Background: an optimization exercise with open tools, aiming at a short achievable clock period and few clock cycles. Do not read the settings as production practice. No run shown here included a check of the RTL's function; only the layout flow was run. Power and IR drop assume default switching activity.

<file path="design.v">
`timescale 1ns / 1ps
module ARM(
    input CLK,
    input RESET,
    input [31:0] InstrF,
    input [31:0] ReadData,
    output reg MemWriteM,
    output [31:0] PCF,
    output reg [31:0] ALUResultM,
    output [31:0] WriteData
    );
    localparam NBTB = 8;
    localparam NBW  = 3;
    integer i, j;
    reg  [31:2] pcF;
    reg  [NBTB-1:0] hitF;       
    reg         validD;
    reg  [31:0] InstrD;
    reg  [31:2] pcD, pc4D, pc8D, tgtD;
    reg         seqD;           
    reg         fbD, fbPredD;
    reg  [3:0]  fbCondD;
    reg  [31:2] fbAltD;
    reg  [NBW-1:0] fbIdxD;
    reg  [3:0]  raAD, raBD;
    reg         isDPD, isMemD, isBrD, isStoreD, isLoadD, useAD, useBrD, regWDD, pcAD;
    reg  [31:0] rfAD, rfBD;
    reg         validE;
    reg  [3:0]  condE;
    reg         branchE, predE;
    reg         regWE, memWE, memtoRegE;
    reg  [1:0]  flagWE;
    reg  [3:0]  wa3E;
    reg  [32:0] xE, yE;
    reg         cinE;
    reg  [31:0] logE;
    reg         selSumE, vSubE, vAddE, vA31E, vB31E;
    reg  [31:0] stDataE;
    reg         fwdSE;
    reg  [31:2] tgtE, fallE, pcE;
    reg         fbE, fbPredE;
    reg  [3:0]  fbCondE;
    reg  [31:2] fbAltE;
    reg  [NBW-1:0] fbIdxE;
    reg         regWriteM, memtoRegM;
    reg  [3:0]  wa3M;
    reg  [31:0] WriteDataM;
    reg  [1:0]  flagWM;
    reg         cM, vM;
    reg         fbM, fbPredM;
    reg  [3:0]  fbCondM;
    reg  [31:2] fbAltM;
    reg  [NBW-1:0] fbIdxM;
    reg         flagN, flagZ, flagC, flagV;
    reg  [31:0] rf [0:14];
    reg  [NBTB-1:0] btbV;
    reg  [31:2] btbTag [0:NBTB-1];
    reg  [31:2] btbTgt [0:NBTB-1];
    reg  [3:0]  btbCond[0:NBTB-1];
    reg  [1:0]  btbCtr [0:NBTB-1];
    reg  [NBTB-1:0] btbTm [0:NBTB-1];    
    reg  [NBW-1:0] btbPtr;
    assign PCF = {pcF, 2'b00};
    assign WriteData = WriteDataM;
    function condPass(input [3:0] c, input n, input z, input cf, input v);
        case (c)
            4'b0000: condPass = z;
            4'b0001: condPass = ~z;
            4'b0010: condPass = cf;
            4'b0011: condPass = ~cf;
            4'b0100: condPass = n;
            4'b0101: condPass = ~n;
            4'b0110: condPass = v;
            4'b0111: condPass = ~v;
            4'b1000: condPass = ~z & cf;
            4'b1001: condPass = z | ~cf;
            4'b1010: condPass = ~(n ^ v);
            4'b1011: condPass = n ^ v;
            4'b1100: condPass = ~z & ~(n ^ v);
            4'b1101: condPass = z | (n ^ v);
            4'b1110: condPass = 1'b1;
            default: condPass = 1'b0;
        endcase
    endfunction
    function [NBTB-1:0] btbMatch(input [31:2] a);
        integer k;
        for (k = 0; k < NBTB; k = k + 1)
            btbMatch[k] = btbV[k] & (btbTag[k] == a);
    endfunction
    wire [31:0] wdM = memtoRegM ? ReadData : ALUResultM;
    wire        zM  = (ALUResultM == 32'd0);
    wire fN = flagWM[1] ? ALUResultM[31] : flagN;
    wire fZ = flagWM[1] ? zM : flagZ;
    wire fC = flagWM[0] ? cM : flagC;
    wire fV = flagWM[0] ? vM : flagV;
    always @(posedge CLK) begin
        if (RESET) begin
            flagN <= 1'b0; flagZ <= 1'b0; flagC <= 1'b0; flagV <= 1'b0;
        end else begin
            flagN <= fN; flagZ <= fZ; flagC <= fC; flagV <= fV;
        end
        if (regWriteM && wa3M != 4'd15)
            rf[wa3M] <= wdM;
    end
    wire fbPassM = condPass(fbCondM, fN, fZ, fC, fV);
    wire fbMissM = fbM & (fbPassM ^ fbPredM);
    wire condEx = condPass(condE, fN, fZ, fC, fV);
    wire killE  = fbMissM;
    wire [32:0] pg = xE ^ yE;
    wire [33:0] kp [0:6];
    wire [33:0] kg [0:6];
    assign kp[0] = {pg, 1'b0};
    assign kg[0] = {xE & yE, cinE};
    genvar gl, gb;
    generate
        for (gl = 0; gl < 6; gl = gl + 1) begin : ks
            for (gb = 0; gb < 34; gb = gb + 1) begin : bit_
                if (gb >= (1 << gl)) begin : op
                    assign kg[gl+1][gb] = kg[gl][gb] | (kp[gl][gb] & kg[gl][gb - (1 << gl)]);
                    assign kp[gl+1][gb] = kp[gl][gb] & kp[gl][gb - (1 << gl)];
                end else begin : pass
                    assign kg[gl+1][gb] = kg[gl][gb];
                    assign kp[gl+1][gb] = kp[gl][gb];
                end
            end
        end
    endgenerate
    wire [32:0] sum = pg ^ kg[6][32:0];
    wire [31:0] resE = selSumE ? sum[31:0] : logE;
    wire vE = (vSubE & (vA31E ^ vB31E) & ~(vB31E ^ sum[31]))
            | (vAddE & ~(vA31E ^ vB31E) & (vB31E ^ sum[31]));
    wire [31:0] stE = fwdSE ? wdM : stDataE;
    wire redirE = validE & branchE & (condEx ^ predE) & ~killE;
    wire [31:2] redirPcE = predE ? fallE : tgtE;
    wire eWill = validE & regWE & condEx;
    always @(posedge CLK) begin
        if (RESET) begin
            regWriteM <= 1'b0;
            MemWriteM <= 1'b0;
            flagWM    <= 2'b00;
            fbM       <= 1'b0;
        end else begin
            regWriteM <= validE & ~killE & regWE & condEx;
            MemWriteM <= validE & ~killE & memWE & condEx;
            flagWM    <= {2{validE & ~killE & condEx}} & flagWE;
            fbM       <= validE & ~killE & fbE;
        end
        fbPredM    <= fbPredE;
        fbCondM    <= fbCondE;
        fbAltM     <= fbAltE;
        fbIdxM     <= fbIdxE;
        memtoRegM  <= memtoRegE;
        wa3M       <= wa3E;
        ALUResultM <= resE;
        WriteDataM <= stE;
        cM         <= sum[32];
        vM         <= vE;
    end
    wire [3:0] condD  = InstrD[31:28];
    wire       immD   = InstrD[25];
    wire [3:0] aluOpD = InstrD[24:21];
    wire       sD     = InstrD[20];
    wire       upD    = InstrD[23];
    wire [3:0] rdD    = InstrD[15:12];
    wire [4:0] shamtD = InstrD[11:7];
    wire [1:0] shD    = InstrD[6:5];
    wire byA  = regWriteM & (wa3M == raAD);
    wire byB  = regWriteM & (wa3M == raBD);
    wire byBL = byB & memtoRegM;
    wire [31:0] valA = pcAD ? {pc8D, 2'b00} : (byA ? wdM : rfAD);
    wire [31:0] valB = byB ? wdM : rfBD;
    wire [31:0] valBS = (byB & ~memtoRegM) ? ALUResultM : rfBD;
    reg [31:0] shOut;
    always @(*) begin
        case (shD)
            2'b00:   shOut = valBS << shamtD;
            2'b01:   shOut = valBS >> shamtD;
            2'b10:   shOut = $signed(valBS) >>> shamtD;
            default: shOut = (valBS >> shamtD) | (valBS << (6'd32 - {1'b0, shamtD}));
        endcase
    end
    wire [31:0] opB = isDPD ? (immD ? {24'd0, InstrD[7:0]} : (byBL ? ReadData : shOut))
                            : {20'd0, InstrD[11:0]};
    reg invA, invB, cin, m1D, selSum, vSub, vAdd;
    reg [31:0] logic_;
    reg [1:0] flagW;
    always @(*) begin
        invA = 0; invB = 0; cin = 0; m1D = 0; vSub = 0; vAdd = 0; selSum = 0;
        logic_ = opB;
        flagW = 2'b00;
        if (isMemD) begin
            selSum = 1;
            if (!upD) begin invB = 1; cin = 1; vSub = 1; end
        end else if (isDPD) begin
            case (aluOpD)
                4'b0000: begin logic_ = valA & opB; flagW = {sD, 1'b0}; end
                4'b0001: begin logic_ = valA ^ opB; flagW = {sD, 1'b0}; end
                4'b0010: begin selSum = 1; invB = 1; cin = 1; vSub = 1; flagW = {2{sD}}; end
                4'b0011: begin selSum = 1; invA = 1; cin = 1; flagW = {2{sD}}; end
                4'b0100: begin selSum = 1; vAdd = 1; flagW = {2{sD}}; end
                4'b0101: begin selSum = 1; cin = 1; vAdd = 1; flagW = {2{sD}}; end
                4'b0110: begin selSum = 1; invB = 1; m1D = 1; vAdd = 1; flagW = {2{sD}}; end
                4'b0111: begin selSum = 1; invA = 1; m1D = 1; vAdd = 1; flagW = {2{sD}}; end
                4'b1000: begin logic_ = valA & opB; flagW = 2'b10; end
                4'b1001: begin logic_ = valA ^ opB; flagW = 2'b10; end
                4'b1010: begin selSum = 1; invB = 1; cin = 1; vSub = 1; flagW = 2'b11; end
                4'b1011: begin selSum = 1; vAdd = 1; flagW = 2'b11; end
                4'b1100: begin logic_ = valA | opB; flagW = {sD, 1'b0}; end
                4'b1101: begin logic_ = opB; flagW = 2'b10; end
                4'b1110: begin logic_ = valA & ~opB; flagW = {sD, 1'b0}; end
                default: begin logic_ = ~opB; flagW = {sD, 1'b0}; end
            endcase
        end
    end
    wire [31:0] a1 = invA ? ~valA : valA;
    wire [31:0] b1 = invB ? ~opB : opB;
    wire        m1 = m1D & fC;
    wire [32:0] xD = m1 ? {1'b1, ~(a1 ^ b1)} : {1'b0, a1};
    wire [32:0] yD = m1 ? {a1 | b1, 1'b0}    : {1'b0, b1};
    wire depA = useAD  & (wa3E == raAD);
    wire depB = useBrD & (wa3E == raBD);
    wire stallD = validD & ((eWill & (depA | depB)) |
                            (useBrD & byBL & (shamtD != 5'd0)) |
                            (m1D & validE & flagWE[0]));
    wire predD  = isBrD & ((condD == 4'b1110) | InstrD[23]);
    wire redirD = validD & predD;
    wire learnD = validD & isBrD & validE & ~branchE & ~fbE & seqD;
    always @(posedge CLK) begin
        if (RESET || killE || redirE || stallD || !validD) begin
            validE  <= 1'b0;
            regWE   <= 1'b0;
            memWE   <= 1'b0;
            branchE <= 1'b0;
            flagWE  <= 2'b00;
            fbE     <= 1'b0;
        end else begin
            validE  <= 1'b1;
            regWE   <= regWDD;
            memWE   <= isStoreD;
            branchE <= isBrD;
            flagWE  <= flagW;
            fbE     <= fbD;
        end
        fbPredE   <= fbPredD;
        fbCondE   <= fbCondD;
        fbAltE    <= fbAltD;
        fbIdxE    <= fbIdxD;
        condE     <= condD;
        predE     <= predD;
        memtoRegE <= isLoadD;
        wa3E      <= rdD;
        xE        <= xD;
        yE        <= yD;
        cinE      <= cin;
        logE      <= logic_;
        selSumE   <= selSum;
        vSubE     <= vSub;
        vAddE     <= vAdd;
        vA31E     <= valA[31];
        vB31E     <= opB[31];
        stDataE   <= valB;
        fwdSE     <= eWill & isStoreD & (wa3E == raBD);
        tgtE      <= tgtD;
        fallE     <= pc4D;
        pcE       <= pcD;
    end
    reg [1:0] btbCtrF;
    reg [31:2] btbTgtF;
    reg [3:0] btbCondF;
    reg [NBW-1:0] btbIdxF;
    reg [NBTB-1:0] tmHitF;     
    always @(*) begin
        btbCtrF = 2'd0;
        btbTgtF = 30'd0;
        btbCondF = 4'd0;
        btbIdxF = {NBW{1'b0}};
        tmHitF = {NBTB{1'b0}};
        for (i = 0; i < NBTB; i = i + 1)
            if (hitF[i]) begin
                btbCtrF  = btbCtrF | btbCtr[i];
                btbTgtF  = btbTgtF | btbTgt[i];
                btbCondF = btbCondF | btbCond[i];
                btbIdxF  = btbIdxF | i[NBW-1:0];
                tmHitF   = tmHitF | btbTm[i];
            end
    end
    wire btbHitF  = |hitF;
    wire btbPredF = btbCtrF[1];
    wire [31:2] pcF1 = pcF + 30'd1;
    wire [31:2] pcF2 = pcF + 30'd2;
    reg [31:2] pcN;
    reg [NBTB-1:0] hitN;
    always @(*) begin
        if (fbMissM) begin
            pcN = fbAltM;    hitN = btbMatch(fbAltM);
        end else if (redirE) begin
            pcN = redirPcE;  hitN = predE ? btbMatch(fallE) : btbMatch(tgtE);
        end else if (stallD) begin
            pcN = pcF;       hitN = hitF;
        end else if (redirD) begin
            pcN = tgtD;      hitN = btbMatch(tgtD);
        end else if (btbHitF) begin
            pcN = btbPredF ? btbTgtF : pcF2;
            hitN = btbPredF ? (tmHitF & btbV) : btbMatch(pcF2);
        end else begin
            pcN = pcF1;      hitN = btbMatch(pcF1);
        end
    end
    wire [1:0] opF       = InstrF[27:26];
    wire       isDPF     = (opF == 2'b00);
    wire       isMemF    = (opF == 2'b01);
    wire       isStoreF  = isMemF & ~InstrF[20];
    wire       isMovMvnF = isDPF & (InstrF[24:21] == 4'b1101 || InstrF[24:21] == 4'b1111);
    wire [3:0] raAF = InstrF[19:16];
    wire [3:0] raBF = isStoreF ? InstrF[15:12] : InstrF[3:0];
    wire [31:0] rfAF = (regWriteM && wa3M == raAF) ? wdM : rf[raAF];
    wire [31:0] rfBF = (regWriteM && wa3M == raBF) ? wdM : rf[raBF];
    always @(posedge CLK) begin
        if (RESET) begin
            pcF  <= 30'd0;
            hitF <= {NBTB{1'b0}};
        end else begin
            pcF  <= pcN;
            hitF <= hitN & ~({NBTB{learnD}} & (1 << btbPtr));
        end
        if (RESET || fbMissM || redirE || redirD)
            validD <= 1'b0;
        else if (!stallD)
            validD <= 1'b1;
        if (!stallD) begin
            InstrD   <= InstrF;
            pcD      <= pcF;
            pc4D     <= pcF1;
            pc8D     <= pcF2;
            tgtD     <= pcF2 + {{6{InstrF[23]}}, InstrF[23:0]};
            seqD     <= (pcF == pc4D);
            fbD      <= btbHitF;
            fbPredD  <= btbPredF;
            fbCondD  <= btbCondF;
            fbAltD   <= btbPredF ? pcF2 : btbTgtF;
            fbIdxD   <= btbIdxF;
            raAD     <= raAF;
            raBD     <= raBF;
            pcAD     <= (raAF == 4'd15);
            isDPD    <= isDPF;
            isMemD   <= isMemF;
            isBrD    <= (opF == 2'b10);
            isStoreD <= isStoreF;
            isLoadD  <= isMemF & InstrF[20];
            useAD    <= (isDPF & ~isMovMvnF) | isMemF;
            useBrD   <= isDPF & ~InstrF[25];
            regWDD   <= (isMemF & InstrF[20]) | (isDPF & ~(InstrF[24:23] == 2'b10));
            rfAD     <= rfAF;
            rfBD     <= rfBF;
        end else begin
            if (byA) rfAD <= wdM;
            if (byB) rfBD <= wdM;
        end
    end
    always @(posedge CLK) begin
        if (RESET) begin
            btbV   <= {NBTB{1'b0}};
            btbPtr <= {NBW{1'b0}};
        end else begin
            if (fbM) begin
                if (fbPassM && btbCtr[fbIdxM] != 2'b11)
                    btbCtr[fbIdxM] <= btbCtr[fbIdxM] + 2'd1;
                else if (!fbPassM && btbCtr[fbIdxM] != 2'b00)
                    btbCtr[fbIdxM] <= btbCtr[fbIdxM] - 2'd1;
            end
            if (learnD) begin
                btbV[btbPtr]    <= 1'b1;
                btbTag[btbPtr]  <= pcE;
                btbTgt[btbPtr]  <= tgtD;
                btbCond[btbPtr] <= condD;
                btbCtr[btbPtr]  <= predD ? 2'b11 : 2'b01;
                for (i = 0; i < NBTB; i = i + 1) begin
                    if (i == btbPtr) begin
                        btbTm[i][i] <= (tgtD == pcE);
                    end else begin
                        btbTm[btbPtr][i] <= (tgtD == btbTag[i]);
                        btbTm[i][btbPtr] <= (btbTgt[i] == pcE);
                    end
                end
                btbPtr <= btbPtr + 1'b1;
            end
        end
    end
endmodule
</file>
<file path="run.sh">
#!/bin/bash
# synth_recipe.tcl (not shown) runs the flow's synth.tcl, then flattens the netlist and writes it again
# the make line also repeats each setting of config.mk as NAME=value (left out here)
make -C /OpenROAD-flow-scripts/flow DESIGN_CONFIG=/design/flow/config.mk WORK_HOME=/design/flow/orfs CLKGATE_MAP_FILE= SYNTH_SCRIPT=/design/flow/synth_recipe.tcl finish
</file>
<file path="config.mk">
export PLATFORM = sky130hd
export DESIGN_NAME = ARM
export DESIGN_NICKNAME = ARM
export VERILOG_FILES = /design/flow/design.v
export SDC_FILE = /design/flow/constraint.sdc
export NUM_CORES = 4
export LEC_CHECK = 0
export ABC_CLOCK_PERIOD_IN_PS = 3500
export CAP_MARGIN = 20
export CORE_MARGIN = 2
export CORE_UTILIZATION = 40
export SETUP_SLACK_MARGIN = 5
export SLEW_MARGIN = 20
</file>
<file path="constraint.sdc">
create_clock -name core_clock -period 9.0 [get_ports {CLK}]
set_input_delay 1.8000 -clock core_clock [delete_from_list [all_inputs] [get_ports {CLK}]]
set_output_delay 1.8000 -clock core_clock [all_outputs]
set_load 0.01 [all_outputs]
</file>
==> impl_metrics.prom, run 1 <==
# TYPE chip_impl_metric gauge
chip_impl_metric{name="floorplan.io_pins",unit=""} 163
chip_impl_info{name="cell_chain_of_the_critical_path",value="clkdlybuf4s50_1 > mux2i_1 > buf_4 > nand2_1 > o21ai_0 > o21ai_0 > inv_1 > ha_1 > nand2_1 > o211ai_1 > buf_4 > o211ai_1 > o21ai_1"} 1
chip_impl_metric{name="drt_wl_total",unit="mm"} 565
chip_impl_metric{name="clock-sinks",unit=""} 1788
chip_impl_metric{name="die_x",unit="um"} 509
chip_impl_metric{name="final_min_period_over_clock_period",unit=""} 0.540
chip_impl_metric{name="cts_hold_buffers",unit=""} 0
chip_impl_metric{name="floorplan.rows",unit=""} 185
chip_impl_metric{name="worst_skew_pair.late_latency",unit="ns"} 0.94
chip_impl_info{name="worstSetupEndpointType",value="flop"} 1
chip_impl_metric{name="async_reset_ff_frac",unit=""} 0
chip_impl_info{name="start_kind",value="primary input"} 1
chip_impl_info{name="cts_tree",value="built"} 1
chip_impl_metric{name="report.final.setup_viol",unit=""} 0
chip_impl_metric{name="synth.cell_area",unit="mm^2"} 0.102
chip_impl_metric{name="sequential_cell_area",unit="mm^2"} 0.0486
chip_impl_metric{name="grt_pass1_wl",unit="mm"} 742
chip_impl_metric{name="syn2layout_area_growth",unit="%"} 23.0
chip_impl_info{name="status",value="finished clean"} 1
chip_impl_metric{name="via_count",unit=""} 92300
chip_impl_metric{name="holdPathStages",unit=""} 0
chip_impl_metric{name="synth_warnings",unit=""} 1
chip_impl_info{name="route.top_layer_used",value="met5"} 1
chip_impl_metric{name="crit_required",unit="ns"} 9.74
chip_impl_metric{name="start_util",unit=""} 0.402
chip_impl_metric{name="synth_cell_types",unit=""} 116
chip_impl_metric{name="tns",unit="ns"} 0
chip_impl_metric{name="cts_made_buffers",unit=""} 195
chip_impl_metric{name="post_drt_via_cell_ratio",unit=""} 6.82
chip_impl_metric{name="overflow",unit=""} 0
chip_impl_metric{name="first_global_vias",unit=""} 84200
chip_impl_metric{name="synth_enable_flop_cells",unit=""} 1266
chip_impl_metric{name="hold_viol",unit=""} 0
chip_impl_metric{name="layout-drive-gt1-share",unit=""} 0.222
chip_impl_info{name="master_of_the_slowest_instance_on_the_critical_path",value="sky130_fd_sc_hd__o21ai_0"} 1
chip_impl_metric{name="met3_wirelength",unit="mm"} 93.3
chip_impl_metric{name="synth-seq-area-share",unit=""} 0.475
chip_impl_metric{name="first_pass_iteration_count_of_the_detailed_router",unit=""} 8
chip_impl_metric{name="drt-wirelength-per-cell",unit="um"} 41.7
chip_impl_metric{name="data_arrival_critical_path",unit="ns"} 5.60
chip_impl_metric{name="iteration_0_drc_markers",unit=""} 17300
chip_impl_metric{name="final_layout_net_count",unit=""} 10200
chip_impl_info{name="rsz0062_at_grt",value="yes"} 1
chip_impl_metric{name="maximum_vdd_drop",unit="uV"} 232
chip_impl_info{name="synthFlopType",value="sky130_fd_sc_hd__edfxtp_1"} 1
chip_impl_metric{name="stages_on_worst_setup_path",unit=""} 13
chip_impl_metric{name="final_estimated_routing_congestion_in_global_placement",unit=""} 1.11
chip_impl_metric{name="post-route-drc-count",unit=""} 0
chip_impl_metric{name="htree_levels",unit=""} 4
chip_impl_metric{name="area_used_by_multi_input_combinational_logic",unit="mm^2"} 0.0542
chip_impl_metric{name="design.core.area",unit="mm^2"} 0.254
chip_impl_metric{name="worst-r2r-cell-count",unit=""} 19
chip_impl_info{name="crit_family",value="compound AO/OA/AOI/OAI gates"} 1
chip_impl_info{name="worstHoldPathType",value="flop to flop"} 1
chip_impl_metric{name="worstPathMaxFanout",unit=""} 5
chip_impl_metric{name="clk_transition_reported_paths",unit="ns"} 0.06
chip_impl_metric{name="report.power.total",unit="W"} 0.0238
chip_impl_metric{name="antenna_found_initial",unit=""} 59
chip_impl_info{name="cts_root_buffer",value="sky130_fd_sc_hd__clkbuf_16"} 1
chip_impl_metric{name="area_of_the_die",unit="mm^2"} 0.259
chip_impl_metric{name="timing.critical_path.buf_inv",unit=""} 4
chip_impl_metric{name="fillers",unit=""} 22600
chip_impl_metric{name="syn_avg_cell_area",unit="um^2"} 10.6
chip_impl_metric{name="global_route.usage.total",unit=""} 0.419
chip_impl_metric{name="least_margin_pin_slew",unit="ns"} 1.31
chip_impl_metric{name="portBuffers",unit=""} 160
chip_impl_metric{name="power.leakage",unit="nW"} 44.4
chip_impl_metric{name="max_slew_vio_count",unit=""} 0
chip_impl_metric{name="largest_net_degree_at_the_start_of_global_routing",unit=""} 103
chip_impl_metric{name="route.met2.wl",unit="mm"} 219
chip_impl_metric{name="routedLengthMet1",unit="mm"} 208
chip_impl_metric{name="maxCapViolCount",unit=""} 0
chip_impl_metric{name="final_antenna_net_count",unit=""} 0
chip_impl_metric{name="clockBufferDepth",unit=""} 3
chip_impl_metric{name="setup.reg_to_reg.worst_slack",unit="ns"} 4.20
chip_impl_metric{name="power_density",unit="mW/mm^2"} 190
chip_impl_metric{name="place_hpwl",unit="mm"} 363
chip_impl_metric{name="fmaxAchievable",unit="MHz"} 206
chip_impl_metric{name="floorplan.die.height",unit="um"} 509
chip_impl_metric{name="fin_worst_skew",unit="ns"} 0.105
chip_impl_metric{name="yosys_register_bits",unit=""} 1788
chip_impl_metric{name="clock_period_minus_worst_slack",unit="ns"} 4.86
chip_impl_metric{name="worst_path_largest_cell_delay",unit="ns"} 0.94
chip_impl_metric{name="mapped_cells",unit=""} 9606
chip_impl_metric{name="timing.max_slew.rel_slack",unit=""} 0.119
chip_impl_info{name="critical_path_class",value="primary input to flop"} 1
-- metrics by stage --
step	instance area (um^2)	hold WS (ns)	instances	util	setup slack, ns
CTS	122000	0.272	13300	0.481	4.36
detailed placement	108000	0.312	12600	0.427	2.44
finish	125000	0.265	13500	0.494	4.14
floorplan	102000	0.310	9607	-	3.19
global route	125000	0.262	13500	0.494	4.07
global placement	108000	0.311	12600	0.427	2.41
-- layout by cell type (no fill, tap or decap), types with 132 or more instances in the layout --
master / instances
sky130_fd_sc_hd__a21oi_1: 358
sky130_fd_sc_hd__a22oi_1: 223
sky130_fd_sc_hd__buf_4: 648
sky130_fd_sc_hd__clkbuf_16: 213
sky130_fd_sc_hd__clkdlybuf4s50_1: 132
sky130_fd_sc_hd__dfxtp_1: 442
sky130_fd_sc_hd__edfxtp_1: 1266
sky130_fd_sc_hd__inv_1: 156
sky130_fd_sc_hd__mux2i_1: 199
sky130_fd_sc_hd__mux4_2: 209
sky130_fd_sc_hd__nand2_1: 883
sky130_fd_sc_hd__nand3_1: 231
sky130_fd_sc_hd__nand4_1: 295
sky130_fd_sc_hd__nor2_1: 437
sky130_fd_sc_hd__nor4_1: 178
sky130_fd_sc_hd__o21ai_0: 270
sky130_fd_sc_hd__xnor2_1: 988
sky130_fd_sc_hd__xor2_1: 626
-- path summary, 6_finish.rpt --
kind           startpoint    endpoint
min            fbAltE[25]  fbAltM[25]
min reg2reg    fbAltE[25]  fbAltM[25]
max          ReadData[17]    logE[17]
max reg2reg       raBD[1]     logE[9]
-- Yosys cell counts, types with 31 or more instances --
master | instances | area [um^2]
sky130_fd_sc_hd__a21oi_1 | 415 | 2080
sky130_fd_sc_hd__and2_1 | 35 | 219
sky130_fd_sc_hd__edfxtp_1 | 1266 | 38000
sky130_fd_sc_hd__and3_1 | 85 | 532
sky130_fd_sc_hd__ha_1 | 137 | 1710
sky130_fd_sc_hd__nand2b_1 | 34 | 213
sky130_fd_sc_hd__nand2_1 | 906 | 3400
sky130_fd_sc_hd__nand4_1 | 295 | 1850
sky130_fd_sc_hd__nor4_1 | 215 | 1350
sky130_fd_sc_hd__o21ai_0 | 341 | 1710
sky130_fd_sc_hd__a31oi_1 | 72 | 450
sky130_fd_sc_hd__a21o_1 | 42 | 315
sky130_fd_sc_hd__nand3_1 | 241 | 1210
sky130_fd_sc_hd__dfxtp_1 | 522 | 10500
sky130_fd_sc_hd__a211oi_1 | 84 | 631
sky130_fd_sc_hd__xnor2_1 | 1026 | 8990
sky130_fd_sc_hd__inv_1 | 186 | 698
sky130_fd_sc_hd__mux4_2 | 209 | 4710
sky130_fd_sc_hd__o22ai_1 | 93 | 582
sky130_fd_sc_hd__a22oi_1 | 247 | 1850
sky130_fd_sc_hd__xor2_1 | 646 | 5660
sky130_fd_sc_hd__or3_1 | 31 | 194
sky130_fd_sc_hd__a311oi_1 | 106 | 928
sky130_fd_sc_hd__buf_1 | 183 | 687
sky130_fd_sc_hd__mux2i_1 | 248 | 2480
sky130_fd_sc_hd__buf_2 | 49 | 245
sky130_fd_sc_hd__o211ai_1 | 106 | 796
sky130_fd_sc_hd__nor3_1 | 127 | 636
sky130_fd_sc_hd__nor2_1 | 479 | 1800
sky130_fd_sc_hd__clkbuf_1 | 631 | 2370
sky130_fd_sc_hd__mux2_2 | 59 | 664
-- per-layer routing --
layer,global-route usage,up-vias
li1,-,36000
met1,0.544,45900
met2,0.558,8391
met3,0.197,1996
met4,0.255,55
met5,0.00630,-
-- logic make-up after synthesis --
family | after synthesis | share of synthesized area
AND/OR/NAND/NOR | 2586 | 0.122
AO/OA/AOI/OAI | 1789 | 0.116
flip-flops | 1788 | 0.475
XOR/XNOR | 1704 | 0.150
buffers and inverters | 1082 | 0.0417
multiplexers | 517 | 0.0772
adder cells (fa/ha/maj) | 139 | 0.0172
other | 1 | 0.0000368
-- registers in the layout, indices dropped and copies added (netlist names), 33 cells and up --
register  flops
rf          480
xE           33
btbTag      240
btbTgt      240
yE           33
btbTm        64
-- final cells by class --
class,count,area share
Multi-Input combinational cell,6746,0.432
Sequential cell,1788,0.388
Timing Repair Buffer,1043,0.0842
Clock buffer,257,0.0442
Tap cell,3366,0.0336
Clock inverter,110,0.0104
Inverter,193,0.00686
Antenna cell,37,0.000738
Timing Repair inverter,4,0.000220
-- timing repair --
item	in CTS	in global routing
setup buffers	272	176
endpoints found under the setup margin	604	636
gates resized for setup	842	344
cloned	30	17
endpoints found under the hold margin	0	0
pin swaps	124	167
-- report_power, final --
part / switching, W / total (W) / leakage, nW / internal [W]
logic: 0.00363 / 0.00553 / 24.8 / 0.00189
clock network: 0.00375 / 0.00854 / 3.30 / 0.00479
registers: 0.000427 / 0.00970 / 16.3 / 0.00927
==> run 2: changes to the inputs <==
--- a/design.v
+++ b/design.v
@@ -24,2 +24,4 @@
     reg  [NBW-1:0] fbIdxD;
+    reg         fbBackD, fbLpD;
+    reg  [4:0]  fbSnapD;
     reg  [3:0]  raAD, raBD;
@@ -35,3 +37,3 @@
     reg         cinE;
-    reg  [31:0] logE;
+    reg         selAndE, selEorE, selOrrE, selBicE, selMovE, selMvnE;
     reg         selSumE, vSubE, vAddE, vA31E, vB31E;
@@ -44,2 +46,4 @@
     reg  [NBW-1:0] fbIdxE;
+    reg         fbBackE, fbLpE;
+    reg  [4:0]  fbSnapE;
     reg         regWriteM, memtoRegM;
@@ -53,2 +57,4 @@
     reg  [NBW-1:0] fbIdxM;
+    reg         fbBackM, fbLpM;
+    reg  [4:0]  fbSnapM;
     reg         flagN, flagZ, flagC, flagV;
@@ -62,2 +68,5 @@
     reg  [NBW-1:0] btbPtr;
+    reg  [NBTB-1:0] btbBack, lpValid;
+    reg  [4:0]  lpCnt  [0:NBTB-1];
+    reg  [4:0]  lpTrip [0:NBTB-1];
     assign PCF = {pcF, 2'b00};
@@ -128,3 +137,9 @@
     wire [32:0] sum = pg ^ kg[6][32:0];
-    wire [31:0] resE = selSumE ? sum[31:0] : logE;
+    wire [31:0] resE = ({32{selSumE}} & sum[31:0])
+                     | ({32{selAndE}} & (xE[31:0] & yE[31:0]))
+                     | ({32{selEorE}} & pg[31:0])
+                     | ({32{selOrrE}} & (xE[31:0] | yE[31:0]))
+                     | ({32{selBicE}} & (xE[31:0] & ~yE[31:0]))
+                     | ({32{selMovE}} & yE[31:0])
+                     | ({32{selMvnE}} & ~yE[31:0]);
     wire vE = (vSubE & (vA31E ^ vB31E) & ~(vB31E ^ sum[31]))
@@ -151,2 +166,5 @@
         fbIdxM     <= fbIdxE;
+        fbBackM    <= fbBackE;
+        fbSnapM    <= fbSnapE;
+        fbLpM      <= fbLpE;
         memtoRegM  <= memtoRegE;
@@ -184,3 +202,3 @@
     reg invA, invB, cin, m1D, selSum, vSub, vAdd;
-    reg [31:0] logic_;
+    reg selAnd, selEor, selOrr, selBic, selMov, selMvn;
     reg [1:0] flagW;
@@ -188,3 +206,3 @@
         invA = 0; invB = 0; cin = 0; m1D = 0; vSub = 0; vAdd = 0; selSum = 0;
-        logic_ = opB;
+        selAnd = 0; selEor = 0; selOrr = 0; selBic = 0; selMov = 0; selMvn = 0;
         flagW = 2'b00;
@@ -195,4 +213,4 @@
             case (aluOpD)
-                4'b0000: begin logic_ = valA & opB; flagW = {sD, 1'b0}; end
-                4'b0001: begin logic_ = valA ^ opB; flagW = {sD, 1'b0}; end
+                4'b0000: begin selAnd = 1; flagW = {sD, 1'b0}; end
+                4'b0001: begin selEor = 1; flagW = {sD, 1'b0}; end
                 4'b0010: begin selSum = 1; invB = 1; cin = 1; vSub = 1; flagW = {2{sD}}; end
@@ -203,10 +221,10 @@
                 4'b0111: begin selSum = 1; invA = 1; m1D = 1; vAdd = 1; flagW = {2{sD}}; end
-                4'b1000: begin logic_ = valA & opB; flagW = 2'b10; end
-                4'b1001: begin logic_ = valA ^ opB; flagW = 2'b10; end
+                4'b1000: begin selAnd = 1; flagW = 2'b10; end
+                4'b1001: begin selEor = 1; flagW = 2'b10; end
                 4'b1010: begin selSum = 1; invB = 1; cin = 1; vSub = 1; flagW = 2'b11; end
                 4'b1011: begin selSum = 1; vAdd = 1; flagW = 2'b11; end
-                4'b1100: begin logic_ = valA | opB; flagW = {sD, 1'b0}; end
-                4'b1101: begin logic_ = opB; flagW = 2'b10; end
-                4'b1110: begin logic_ = valA & ~opB; flagW = {sD, 1'b0}; end
-                default: begin logic_ = ~opB; flagW = {sD, 1'b0}; end
+                4'b1100: begin selOrr = 1; flagW = {sD, 1'b0}; end
+                4'b1101: begin selMov = 1; flagW = 2'b10; end
+                4'b1110: begin selBic = 1; flagW = {sD, 1'b0}; end
+                default: begin selMvn = 1; flagW = {sD, 1'b0}; end
             endcase
@@ -247,2 +265,5 @@
         fbIdxE    <= fbIdxD;
+        fbBackE   <= fbBackD;
+        fbSnapE   <= fbSnapD;
+        fbLpE     <= fbLpD;
         condE     <= condD;
@@ -254,4 +275,9 @@
         cinE      <= cin;
-        logE      <= logic_;
         selSumE   <= selSum;
+        selAndE   <= selAnd;
+        selEorE   <= selEor;
+        selOrrE   <= selOrr;
+        selBicE   <= selBic;
+        selMovE   <= selMov;
+        selMvnE   <= selMvn;
         vSubE     <= vSub;
@@ -271,3 +297,8 @@
     reg [NBTB-1:0] tmHitF;     
+    reg btbBackF, lpExitF;
+    reg [4:0] lpCntF;
     always @(*) begin
+        btbBackF = 1'b0;
+        lpExitF = 1'b0;
+        lpCntF = 5'd0;
         btbCtrF = 2'd0;
@@ -284,2 +315,5 @@
                 tmHitF   = tmHitF | btbTm[i];
+                btbBackF = btbBackF | btbBack[i];
+                lpExitF  = lpExitF | (lpValid[i] & (lpCnt[i] == lpTrip[i]));
+                lpCntF   = lpCntF | lpCnt[i];
             end
@@ -287,3 +321,4 @@
     wire btbHitF  = |hitF;
-    wire btbPredF = btbCtrF[1];
+    wire lpUseF   = btbBackF & lpExitF;
+    wire btbPredF = btbCtrF[1] & ~lpUseF;
     wire [31:2] pcF1 = pcF + 30'd1;
@@ -341,2 +376,5 @@
             fbIdxD   <= btbIdxF;
+            fbBackD  <= btbBackF;
+            fbSnapD  <= lpCntF;
+            fbLpD    <= lpUseF;
             raAD     <= raAF;
@@ -370,3 +408,22 @@
             end
+            if (btbHitF && btbBackF && !stallD && !redirD && !redirE && !fbMissM)
+                lpCnt[btbIdxF] <= btbPredF ? (lpCntF + {4'd0, lpCntF != 5'd31}) : 5'd0;
+            if (validD && fbD && fbBackD && (redirE || fbMissM))
+                lpCnt[fbIdxD] <= fbSnapD;
+            if (validE && fbE && fbBackE && fbMissM)
+                lpCnt[fbIdxE] <= fbSnapE;
+            if (fbM && fbBackM) begin
+                if (!fbPassM) begin
+                    lpTrip[fbIdxM]  <= fbSnapM;
+                    lpValid[fbIdxM] <= (fbSnapM != 5'd31);
+                end else if (fbLpM) begin
+                    lpValid[fbIdxM] <= 1'b0;
+                end
+                if (fbMissM)
+                    lpCnt[fbIdxM] <= fbPassM ? fbSnapM + 5'd1 : 5'd0;
+            end
             if (learnD) begin
+                btbBack[btbPtr] <= InstrD[23];
+                lpValid[btbPtr] <= 1'b0;
+                lpCnt[btbPtr]   <= 5'd0;
                 btbV[btbPtr]    <= 1'b1;
==> impl_metrics.prom, run 2 <==
# TYPE chip_impl_metric gauge
chip_impl_metric{name="preCtsSetupSlack",unit="ns"} 2.67
chip_impl_info{name="worstSetupEndpointType",value="flop"} 1
chip_impl_metric{name="final_layout_net_count",unit=""} 10400
chip_impl_metric{name="synth_largest_type_area_fraction",unit=""} 0.386
chip_impl_metric{name="floorplan.die.height",unit="um"} 520
chip_impl_metric{name="clock_period_minus_worst_slack",unit="ns"} 4.26
chip_impl_metric{name="area_of_the_die",unit="mm^2"} 0.271
chip_impl_metric{name="grt_pass1_wl",unit="mm"} 733
chip_impl_metric{name="worst_path_largest_cell_delay",unit="ns"} 0.52
chip_impl_metric{name="power.leakage",unit="nW"} 44.9
chip_impl_metric{name="worst_skew_pair.late_latency",unit="ns"} 0.95
chip_impl_metric{name="tns",unit="ns"} 0
chip_impl_metric{name="yosys_register_bits",unit=""} 1879
chip_impl_metric{name="floorplan.io_pins",unit=""} 163
chip_impl_metric{name="routedLengthMet1",unit="mm"} 203
chip_impl_metric{name="final_min_period_over_clock_period",unit=""} 0.473
chip_impl_info{name="master_of_the_slowest_instance_on_the_critical_path",value="sky130_fd_sc_hd__xor2_1"} 1
chip_impl_metric{name="htree_levels",unit=""} 4
chip_impl_metric{name="die_x",unit="um"} 520
chip_impl_metric{name="first_global_vias",unit=""} 86100
chip_impl_metric{name="first_pass_iteration_count_of_the_detailed_router",unit=""} 10
chip_impl_metric{name="post_drt_via_cell_ratio",unit=""} 6.75
chip_impl_metric{name="clockBufferDepth",unit=""} 3
chip_impl_metric{name="synth.cell_area",unit="mm^2"} 0.107
chip_impl_metric{name="crit_required",unit="ns"} 9.78
chip_impl_info{name="regMostFlops",value="rf"} 1
chip_impl_metric{name="synth_warnings",unit=""} 1
chip_impl_info{name="final_cell_mix",value="1,369 x sky130_fd_sc_hd__edfxtp_1, 982 x sky130_fd_sc_hd__nand2_1, 932 x sky130_fd_sc_hd__xnor2_1"} 1
chip_impl_metric{name="fin_worst_skew",unit="ns"} 0.113
chip_impl_metric{name="cts_made_buffers",unit=""} 203
chip_impl_info{name="cts_root_buffer",value="sky130_fd_sc_hd__clkbuf_16"} 1
chip_impl_metric{name="design.core.area",unit="mm^2"} 0.265
chip_impl_info{name="route.top_layer_used",value="met5"} 1
chip_impl_metric{name="pwr-share-seq",unit=""} 0.422
chip_impl_info{name="synthFlopType",value="sky130_fd_sc_hd__edfxtp_1"} 1
chip_impl_metric{name="holdWs",unit="ns"} 0.262
chip_impl_metric{name="post-route-drc-count",unit=""} 0
chip_impl_metric{name="power_density",unit="mW/mm^2"} 189
chip_impl_metric{name="largest_net_degree_at_the_start_of_global_routing",unit=""} 87
chip_impl_metric{name="met3_wirelength",unit="mm"} 89.1
chip_impl_metric{name="least_margin_pin_slew",unit="ns"} 1.31
chip_impl_metric{name="drt-wirelength-per-cell",unit="um"} 40.0
chip_impl_info{name="status",value="finished clean"} 1
chip_impl_metric{name="syn_avg_cell_area",unit="um^2"} 10.7
chip_impl_info{name="worstHoldPathType",value="flop to flop"} 1
chip_impl_info{name="synth_top_cells_by_count",value="1,369 x sky130_fd_sc_hd__edfxtp_1, 1,008 x sky130_fd_sc_hd__nand2_1, 958 x sky130_fd_sc_hd__xnor2_1"} 1
chip_impl_metric{name="p_sw",unit="W"} 0.00761
chip_impl_metric{name="finish.instance_area",unit="mm^2"} 0.127
chip_impl_info{name="critical_path_class",value="flop to flop"} 1
chip_impl_metric{name="timing.max_slew.rel_slack",unit=""} 0.118
chip_impl_metric{name="drt_wl_total",unit="mm"} 556
chip_impl_metric{name="cts_hold_buffers",unit=""} 0
chip_impl_metric{name="synth_enable_flop_cells",unit=""} 1369
chip_impl_metric{name="report.final.setup_viol",unit=""} 0
chip_impl_metric{name="final_estimated_routing_congestion_in_global_placement",unit=""} 1.15
chip_impl_metric{name="iteration_0_drc_markers",unit=""} 18200
chip_impl_metric{name="worst_slack",unit="ns"} 4.74
chip_impl_metric{name="max_slew_vio_count",unit=""} 0
chip_impl_info{name="start_kind",value="flop"} 1
chip_impl_info{name="cts_tree",value="built"} 1
chip_impl_metric{name="maximum_vdd_drop",unit="uV"} 258
chip_impl_info{name="layout.cells.most_common",value="sky130_fd_sc_hd__edfxtp_1"} 1
chip_impl_info{name="ys_top_cells_by_area",value="sky130_fd_sc_hd__edfxtp_1 39%, sky130_fd_sc_hd__dfxtp_1 9.6%, sky130_fd_sc_hd__xnor2_1 7.9%"} 1
chip_impl_metric{name="syn2layout_area_growth",unit="%"} 18.8
chip_impl_metric{name="data_arrival_critical_path",unit="ns"} 5.04
chip_impl_metric{name="maxCapViolCount",unit=""} 0
chip_impl_metric{name="fmaxAchievable",unit="MHz"} 235
chip_impl_metric{name="switching_part_of_the_total",unit=""} 0.318
chip_impl_info{name="top_regs",value="rf (480), btbTag (240), btbTgt (240)"} 1
chip_impl_metric{name="synth-seq-area-share",unit=""} 0.481
chip_impl_metric{name="hold_viol",unit=""} 0
chip_impl_metric{name="start_util",unit=""} 0.402
chip_impl_metric{name="overflow",unit=""} 0
chip_impl_metric{name="cellInternalPower",unit="W"} 0.0164
chip_impl_metric{name="place_hpwl",unit="mm"} 372
chip_impl_metric{name="largest_register_ffs",unit=""} 480
chip_impl_metric{name="antenna_found_initial",unit=""} 64
chip_impl_info{name="worst_path_most_repeated_cell",value="sky130_fd_sc_hd__mux2i_1"} 1
chip_impl_info{name="synthMostInstantiatedCell",value="sky130_fd_sc_hd__edfxtp_1"} 1
chip_impl_metric{name="final_antenna_net_count",unit=""} 0
chip_impl_metric{name="global_route.usage.total",unit=""} 0.392
chip_impl_info{name="rsz0062_at_grt",value="yes"} 1
chip_impl_metric{name="setup.reg_to_reg.worst_slack",unit="ns"} 4.74
chip_impl_metric{name="portBuffers",unit=""} 160
chip_impl_metric{name="clock-sinks",unit=""} 1879
chip_impl_metric{name="via_count",unit=""} 93800
chip_impl_metric{name="clk_transition_reported_paths",unit="ns"} 0.06
chip_impl_metric{name="synth_cell_types",unit=""} 110
chip_impl_metric{name="worstPathMaxFanout",unit=""} 6
chip_impl_info{name="synth_area_leader_cell",value="sky130_fd_sc_hd__edfxtp_1"} 1
chip_impl_metric{name="power_frac_clock",unit=""} 0.369
chip_impl_metric{name="fillers",unit=""} 23800
chip_impl_metric{name="comb_power_share",unit=""} 0.209
chip_impl_info{name="cell_chain_of_the_critical_path",value="xnor2_2 > and3b_4 > buf_12 > nand2_8 > mux2i_4 > buf_4 > mux4_2 > mux2i_1 > mux2_2 > a21oi_1 > a31oi_1 > xor2_1 > ha_1 > mux2i_1"} 1
chip_impl_metric{name="async_reset_ff_frac",unit=""} 0
chip_impl_metric{name="layout-drive-gt1-share",unit=""} 0.180
chip_impl_metric{name="place_area",unit="mm^2"} 0.113
chip_impl_metric{name="route.met2.wl",unit="mm"} 218
chip_impl_metric{name="mapped_cells",unit=""} 9965
chip_impl_metric{name="floorplan.rows",unit=""} 189
[run 2: cell count changes after synthesis, sizes merged, moves of 23 or more]
cell and change:
mux2i +43, nand4 +40, edfxtp +103, nor4 -25, ha +40, nor3 -33
o211ai -36, xnor2 -69, a21oi -64, a31oi +31, nand2 +104, nor2 +23
xor2 +122, inv +45
[run 2: stage by stage]
| stage | std cells | utilization | total power [W] |
|---|---|---|---|
| after CTS | 13700 | 0.467 | 0.0234 |
| after global placement | 13200 | 0.427 | 0.0145 |
| after global routing | 13900 | 0.478 | 0.0243 |
| final | 13900 | 0.478 | 0.0240 |
| after floorplan | 9966 | - | 0.0124 |
| after detailed placement | 13200 | 0.427 | 0.0145 |
[run 2: power groups by stage]
| stage | Combinational (W) | Sequential, W | Clock (W) |
|---|---|---|---|
| after floorplan | 0.00227 | 0.0101 | 0 |
| after global placement | 0.00419 | 0.0103 | 0 |
| after detailed placement | 0.00421 | 0.0103 | 0 |
| after CTS | 0.00444 | 0.0101 | 0.00888 |
| after global routing | 0.00503 | 0.0101 | 0.00920 |
| final | 0.00500 | 0.0101 | 0.00884 |
[run 2: repair_timing]
| action | 4_1_cts | 5_1_grt |
|---|---|---|
| endpoints found under the hold margin | 0 | 0 |
| endpoints found under the setup margin | 993 | 524 |
| setup buffers | 152 | 146 |
| pin swaps | 62 | 88 |
| resized for setup | 481 | 291 |
| gates cloned | 15 | 15 |
[run 2: worst max-delay path, delay by kind of cell, from the launching register on]
| kind | cells | cell delay [ns] |
|---|---|---|
| multiplexers | 5 | 1.45 |
| XOR/XNOR | 2 | 0.76 |
| AO/OA/AOI/OAI | 2 | 0.45 |
| flip-flops | 1 | 0.43 |
| AND/OR/NAND/NOR | 2 | 0.40 |
| adder cells (fa/ha/maj) | 1 | 0.33 |
| buffers and inverters | 2 | 0.32 |
[run 2: kinds of logic after synthesis]
family,count (synthesis),synth area share
XOR/XNOR,1740,0.145
AND/OR/NAND/NOR,2709,0.121
multiplexers,554,0.0788
AO/OA/AOI/OAI,1779,0.111
other,1,0.0000352
adder cells (fa/ha/maj),179,0.0211
buffers and inverters,1124,0.0410
flip-flops,1879,0.481
[run 2: final timing paths]
| kind | startpoint | end | depth (start not counted) |
|---|---|---|---|
| min | fbAltE[29] | fbAltM[29] | 0 |
| max | raBD[2] | xE[21] | 14 |
| min reg2reg | fbAltE[29] | fbAltM[29] | 0 |
| max reg2reg | raBD[2] | xE[21] | 14 |
[run 2: cell type report]
type	instances	area, um^2	share of cell area
clock inverters	114	1390	0.0109
repair buffers	873	8280	0.0653
flip-flops and latches	1879	51500	0.407
well taps	3533	4420	0.0349
repair inverters	7	58.8	0.000464
clock buffers	271	5690	0.0449
inverters	239	1070	0.00848
multi-input cells	6967	54200	0.428
diodes	30	75.1	0.000593
[run 2: per-layer routing]
| layer | track usage | vias to the layer above |
|---|---|---|
| met5 | 0.0142 | - |
| met4 | 0.256 | 32 |
| met3 | 0.167 | 2187 |
| met2 | 0.533 | 8514 |
| met1 | 0.504 | 46300 |
| li1 | - | 36800 |
==> run 3: changes to the inputs <==
--- a/design.v
+++ b/design.v
@@ -29,2 +29,3 @@
     reg  [31:0] rfAD, rfBD;
+    reg         byAD, byBD;     
     reg         validE;
@@ -52,3 +53,3 @@
     reg  [1:0]  flagWM;
-    reg         cM, vM;
+    reg         cM, vM, zM;
     reg         fbM, fbPredM;
@@ -63,2 +64,4 @@
     reg  [31:2] btbTag [0:NBTB-1];
+    reg  [31:2] btbTag1[0:NBTB-1];     
+    reg  [31:2] btbTag2[0:NBTB-1];     
     reg  [31:2] btbTgt [0:NBTB-1];
@@ -98,4 +101,10 @@
     endfunction
+    reg [NBTB-1:0] match1F, match2F;
+    always @(*) begin
+        for (j = 0; j < NBTB; j = j + 1) begin
+            match1F[j] = btbV[j] & (btbTag1[j] == pcF);
+            match2F[j] = btbV[j] & (btbTag2[j] == pcF);
+        end
+    end
     wire [31:0] wdM = memtoRegM ? ReadData : ALUResultM;
-    wire        zM  = (ALUResultM == 32'd0);
     wire fN = flagWM[1] ? ALUResultM[31] : flagN;
@@ -137,2 +146,4 @@
     wire [32:0] sum = pg ^ kg[6][32:0];
+    wire [31:0] tz = xE[31:0] | yE[31:0];
+    wire zSum = &(pg[31:0] ~^ {tz[30:0], cinE});
     wire [31:0] resE = ({32{selSumE}} & sum[31:0])
@@ -144,2 +155,9 @@
                      | ({32{selMvnE}} & ~yE[31:0]);
+    wire [31:0] logRes = ({32{selAndE}} & (xE[31:0] & yE[31:0]))
+                       | ({32{selEorE}} & pg[31:0])
+                       | ({32{selOrrE}} & (xE[31:0] | yE[31:0]))
+                       | ({32{selBicE}} & (xE[31:0] & ~yE[31:0]))
+                       | ({32{selMovE}} & yE[31:0])
+                       | ({32{selMvnE}} & ~yE[31:0]);
+    wire zE = selSumE ? zSum : ~|logRes;
     wire vE = (vSubE & (vA31E ^ vB31E) & ~(vB31E ^ sum[31]))
@@ -174,2 +192,3 @@
         cM         <= sum[32];
+        zM         <= zE;
         vM         <= vE;
@@ -184,4 +203,4 @@
     wire [1:0] shD    = InstrD[6:5];
-    wire byA  = regWriteM & (wa3M == raAD);
-    wire byB  = regWriteM & (wa3M == raBD);
+    wire byA  = byAD;
+    wire byB  = byBD;
     wire byBL = byB & memtoRegM;
@@ -338,5 +357,5 @@
             pcN = btbPredF ? btbTgtF : pcF2;
-            hitN = btbPredF ? (tmHitF & btbV) : btbMatch(pcF2);
+            hitN = btbPredF ? (tmHitF & btbV) : match2F;
         end else begin
-            pcN = pcF1;      hitN = btbMatch(pcF1);
+            pcN = pcF1;      hitN = match1F;
         end
@@ -352,2 +371,12 @@
     wire [31:0] rfBF = (regWriteM && wa3M == raBF) ? wdM : rf[raBF];
+    wire eWillK = validE & ~killE & regWE & condEx;
+    always @(posedge CLK) begin
+        if (RESET) begin
+            byAD <= 1'b0;
+            byBD <= 1'b0;
+        end else begin
+            byAD <= eWillK & (wa3E == (stallD ? raAD : raAF));
+            byBD <= eWillK & (wa3E == (stallD ? raBD : raBF));
+        end
+    end
     always @(posedge CLK) begin
@@ -430,2 +459,4 @@
                 btbTag[btbPtr]  <= pcE;
+                btbTag1[btbPtr] <= pcE - 30'd1;
+                btbTag2[btbPtr] <= pcE - 30'd2;
                 btbTgt[btbPtr]  <= tgtD;
==> impl_metrics.prom, run 3 <==
# TYPE chip_impl_metric gauge
chip_impl_info{name="layout.cells.most_common",value="sky130_fd_sc_hd__edfxtp_1"} 1
chip_impl_info{name="synthFlopType",value="sky130_fd_sc_hd__edfxtp_1"} 1
chip_impl_metric{name="synth_enable_flop_cells",unit=""} 1833
chip_impl_metric{name="max_slew_vio_count",unit=""} 0
chip_impl_metric{name="crit_required",unit="ns"} 9.86
chip_impl_metric{name="post_drt_via_cell_ratio",unit=""} 6.48
chip_impl_metric{name="clock-sinks",unit=""} 2354
chip_impl_metric{name="tns",unit="ns"} 0
chip_impl_metric{name="cellInternalPower",unit="W"} 0.0208
chip_impl_info{name="synthMostInstantiatedCell",value="sky130_fd_sc_hd__edfxtp_1"} 1
chip_impl_metric{name="first_pass_iteration_count_of_the_detailed_router",unit=""} 9
chip_impl_metric{name="power_frac_clock",unit=""} 0.380
chip_impl_metric{name="final_min_period_over_clock_period",unit=""} 0.478
chip_impl_info{name="synth_top_cells_by_count",value="1,833 x sky130_fd_sc_hd__edfxtp_1, 1,022 x sky130_fd_sc_hd__xnor2_1, 862 x sky130_fd_sc_hd__nand2_1"} 1
chip_impl_metric{name="worst_path_largest_cell_delay",unit="ns"} 0.95
chip_impl_metric{name="holdPathStages",unit=""} 0
chip_impl_metric{name="cts_hold_buffers",unit=""} 0
chip_impl_info{name="cts_tree",value="built"} 1
chip_impl_metric{name="comb_power_share",unit=""} 0.191
chip_impl_metric{name="place_hpwl",unit="mm"} 350
chip_impl_metric{name="syn_avg_cell_area",unit="um^2"} 11.6
chip_impl_metric{name="worst-r2r-cell-count",unit=""} 9
chip_impl_info{name="cell_chain_of_the_critical_path",value="buf_4 > buf_4 > xor2_1 > nor4_1 > nand4_1 > o41ai_2 > a311oi_2 > o21ai_2 > a31o_2"} 1
chip_impl_metric{name="design.core.area",unit="mm^2"} 0.300
chip_impl_metric{name="worst_skew_pair.late_latency",unit="ns"} 0.94
chip_impl_metric{name="async_reset_ff_frac",unit=""} 0
chip_impl_info{name="start_kind",value="flop"} 1
chip_impl_metric{name="cts_made_buffers",unit=""} 268
chip_impl_metric{name="hold_viol",unit=""} 0
chip_impl_metric{name="clockBufferDepth",unit=""} 4
chip_impl_metric{name="pwr-share-seq",unit=""} 0.429
chip_impl_metric{name="syn2layout_area_growth",unit="%"} 16.7
chip_impl_metric{name="synth_warnings",unit=""} 1
chip_impl_metric{name="mapped_cells",unit=""} 10400
chip_impl_metric{name="clk_transition_reported_paths",unit="ns"} 0.07
chip_impl_metric{name="first_global_vias",unit=""} 89500
chip_impl_metric{name="power_density",unit="mW/mm^2"} 212
chip_impl_metric{name="antenna_found_initial",unit=""} 53
chip_impl_metric{name="overflow",unit=""} 0
chip_impl_metric{name="synth_largest_type_area_fraction",unit=""} 0.456
chip_impl_info{name="critical_path_class",value="flop to flop"} 1
chip_impl_info{name="worst_path_most_repeated_cell",value="sky130_fd_sc_hd__buf_4"} 1
chip_impl_metric{name="postLayoutCoreUtil",unit=""} 0.470
chip_impl_metric{name="layout-drive-gt1-share",unit=""} 0.148
chip_impl_metric{name="yosys_register_bits",unit=""} 2354
chip_impl_info{name="ys_top_cells_by_area",value="sky130_fd_sc_hd__edfxtp_1 46%, sky130_fd_sc_hd__dfxtp_1 8.6%, sky130_fd_sc_hd__xnor2_1 7.4%"} 1
chip_impl_metric{name="synth-seq-area-share",unit=""} 0.542
chip_impl_metric{name="power.leakage",unit="nW"} 50.3
chip_impl_metric{name="report.final.setup_viol",unit=""} 0
chip_impl_metric{name="maximum_vdd_drop",unit="uV"} 166
chip_impl_metric{name="synth.cell_area",unit="mm^2"} 0.121
chip_impl_metric{name="die_x",unit="um"} 554
chip_impl_metric{name="maxCapViolCount",unit=""} 0
chip_impl_info{name="final_cell_mix",value="1,833 x sky130_fd_sc_hd__edfxtp_1, 991 x sky130_fd_sc_hd__xnor2_1, 846 x sky130_fd_sc_hd__nand2_1"} 1
chip_impl_metric{name="preCtsSetupSlack",unit="ns"} 2.92
chip_impl_metric{name="drt-wirelength-per-cell",unit="um"} 37.0
chip_impl_metric{name="final_antenna_net_count",unit=""} 0
chip_impl_info{name="worstSetupEndpointType",value="flop"} 1
chip_impl_metric{name="floorplan.io_pins",unit=""} 163
chip_impl_metric{name="via_count",unit=""} 95900
chip_impl_metric{name="least_margin_pin_slew",unit="ns"} 1.23
chip_impl_metric{name="drt_wl_total",unit="mm"} 548
chip_impl_metric{name="grt_pass1_wl",unit="mm"} 736
chip_impl_metric{name="timing.max_slew.rel_slack",unit=""} 0.176
chip_impl_metric{name="global_route.usage.total",unit=""} 0.342
chip_impl_metric{name="start_util",unit=""} 0.402
chip_impl_metric{name="htree_levels",unit=""} 5
chip_impl_metric{name="floorplan.die.height",unit="um"} 554
chip_impl_metric{name="largest_register_ffs",unit=""} 480
chip_impl_metric{name="floorplan.rows",unit=""} 201
chip_impl_metric{name="area_of_the_die",unit="mm^2"} 0.307
chip_impl_info{name="status",value="finished clean"} 1
chip_impl_metric{name="post-route-drc-count",unit=""} 0
chip_impl_metric{name="p_sw",unit="W"} 0.00915
chip_impl_metric{name="holdWs",unit="ns"} 0.290
chip_impl_metric{name="final_estimated_routing_congestion_in_global_placement",unit=""} 1.02
chip_impl_metric{name="fillers",unit=""} 26900
chip_impl_metric{name="switching_part_of_the_total",unit=""} 0.306
chip_impl_metric{name="report.power.total",unit="W"} 0.0299
chip_impl_metric{name="fin_worst_skew",unit="ns"} 0.0900
chip_impl_metric{name="fmaxAchievable",unit="MHz"} 232
chip_impl_info{name="worstHoldPathType",value="flop to flop"} 1
chip_impl_info{name="master_of_the_slowest_instance_on_the_critical_path",value="sky130_fd_sc_hd__o41ai_2"} 1
chip_impl_metric{name="iteration_0_drc_markers",unit=""} 16300
chip_impl_info{name="rsz0062_at_grt",value="yes"} 1
chip_impl_metric{name="portBuffers",unit=""} 160
chip_impl_metric{name="synth_cell_types",unit=""} 99
chip_impl_info{name="cts_root_buffer",value="sky130_fd_sc_hd__clkbuf_16"} 1
chip_impl_metric{name="worst_slack",unit="ns"} 4.70
chip_impl_info{name="synth_area_leader_cell",value="sky130_fd_sc_hd__edfxtp_1"} 1
chip_impl_metric{name="final_layout_net_count",unit=""} 10800
chip_impl_metric{name="clock_period_minus_worst_slack",unit="ns"} 4.30
chip_impl_metric{name="largest_net_degree_at_the_start_of_global_routing",unit=""} 125
chip_impl_info{name="regMostFlops",value="rf"} 1
chip_impl_metric{name="worstPathMaxFanout",unit=""} 14
chip_impl_metric{name="data_arrival_critical_path",unit="ns"} 5.16
==> run 3: cell types whose count changed in the layout (fill, tap and decap cells not counted), sizes merged, moves of 35 or more <==
cell    previous run  this run
a21o              48        88
a21oi            352       483
buf              705       476
clkbuf           287       376
edfxtp          1369      1833
inv              222       185
mux2              43        78
mux2i            292       383
nand2           1016       862
nor2             503       649
o21ai            376       273
xnor2            967      1022
xor2             772       817
==> run 3: timing repair <==
item                                    4_1_cts  5_1_grt
endpoints found under the setup margin     1037      693
cloned                                       14       14
resized for setup                           367      193
pin swaps                                    27       28
setup buffers                                79       37
hold endpoints to repair                      0        0
==> run 3: worst paths after layout <==
check / startpoint / end / slack, ns
max reg2reg: pcF[5] / hitF[3] / 4.70
min reg2reg: fbAltE[6] / fbAltM[6] / 0.29
max: pcF[5] / hitF[3] / 4.70
min: fbAltE[6] / fbAltM[6] / 0.29
==> run 3: power by group through the flow <==
stage / Sequential [W] / Combinational (W) / Clock [W]
after detailed placement: 0.0130 / 0.00515 / 0
after CTS: 0.0128 / 0.00537 / 0.0114
final: 0.0128 / 0.00571 / 0.0114
after floorplan: 0.0128 / 0.00267 / 0
after global placement: 0.0130 / 0.00511 / 0
after global routing: 0.0128 / 0.00579 / 0.0118
==> run 3: final cells by class <==
| type | instances | area, um^2 | share of cell area |
|---|---|---|---|
| flip-flops and latches | 2354 | 65600 | 0.465 |
| multi-input cells | 7134 | 53900 | 0.382 |
| clock buffers | 363 | 7530 | 0.0534 |
| repair buffers | 650 | 6670 | 0.0473 |
| well taps | 3958 | 4950 | 0.0351 |
| clock inverters | 122 | 1470 | 0.0104 |
| inverters | 189 | 810 | 0.00574 |
| diodes | 22 | 55.1 | 0.000390 |
| repair inverters | 1 | 8.76 | 0.0000621 |
==> run 3: cell families after synthesis <==
logic type	after synthesis	synth area share
multiplexers	648	0.0748
other	1	0.0000310
flip-flops	2354	0.542
AO/OA/AOI/OAI	1719	0.0932
AND/OR/NAND/NOR	2738	0.108
XOR/XNOR	1841	0.134
adder cells (fa/ha/maj)	181	0.0189
buffers and inverters	914	0.0296
==> run 3: per-layer routing <==
metal  up-vias  track usage  part of all wire
li1      38700            -                 -
met3      1759       0.0938              0.13
met2      7462        0.494              0.42
met5         -      0.00203           0.00053
met1     47900        0.457              0.38
met4        12        0.204             0.074
==> run 3: stage by stage <==
step	cells	cell area, um^2
final	14800	141000
after global routing	14800	141000
after CTS	14700	139000
after detailed placement	14100	128000
after global placement	14100	128000
after floorplan	10400	121000
==> run 3: critical path: cells and delay by family (launching register included) <==
kind	cells	cell delay (ns)
flip-flops	1	0.48
buffers and inverters	2	0.61
XOR/XNOR	1	0.12
AO/OA/AOI/OAI	4	1.96
AND/OR/NAND/NOR	2	1.04

re-timing with driven ports:
The results above use ideal ports. As a check the final layouts listed here were re-extracted and re-timed, cells and wires unchanged.
Step 1: set_driving_cell puts a clkbuf_16 on CLK and a buf_2 on each other input, an assumption about the parent block.
Step 2 times the ports against the registers' clock, not the clock port: input delays grow and output delays shrink by t, the midpoint of the rising clock arrivals with the driver on.
Three values: ideal, step 1, step 2; two values: the first two.
run | t, ns | setup WS [ns] | worst setup path at the end | clock arrival spread, ns
run 1 | 0.997 | 4.143 / 4.201 / 3.205 | input to register | 0.105 / 0.106
run 2 | 0.992 | 4.743 / 4.743 / 3.851 | input to register | 0.113 / 0.113
run 3 | 1.002 | 4.699 / 4.699 / 3.879 | input to register | 0.090 / 0.090
After both steps every run listed still meets setup and hold. For run 1, which loses most, drivers alone change the setup slack by +0.058 ns; drivers and shift together by -0.938 ns.
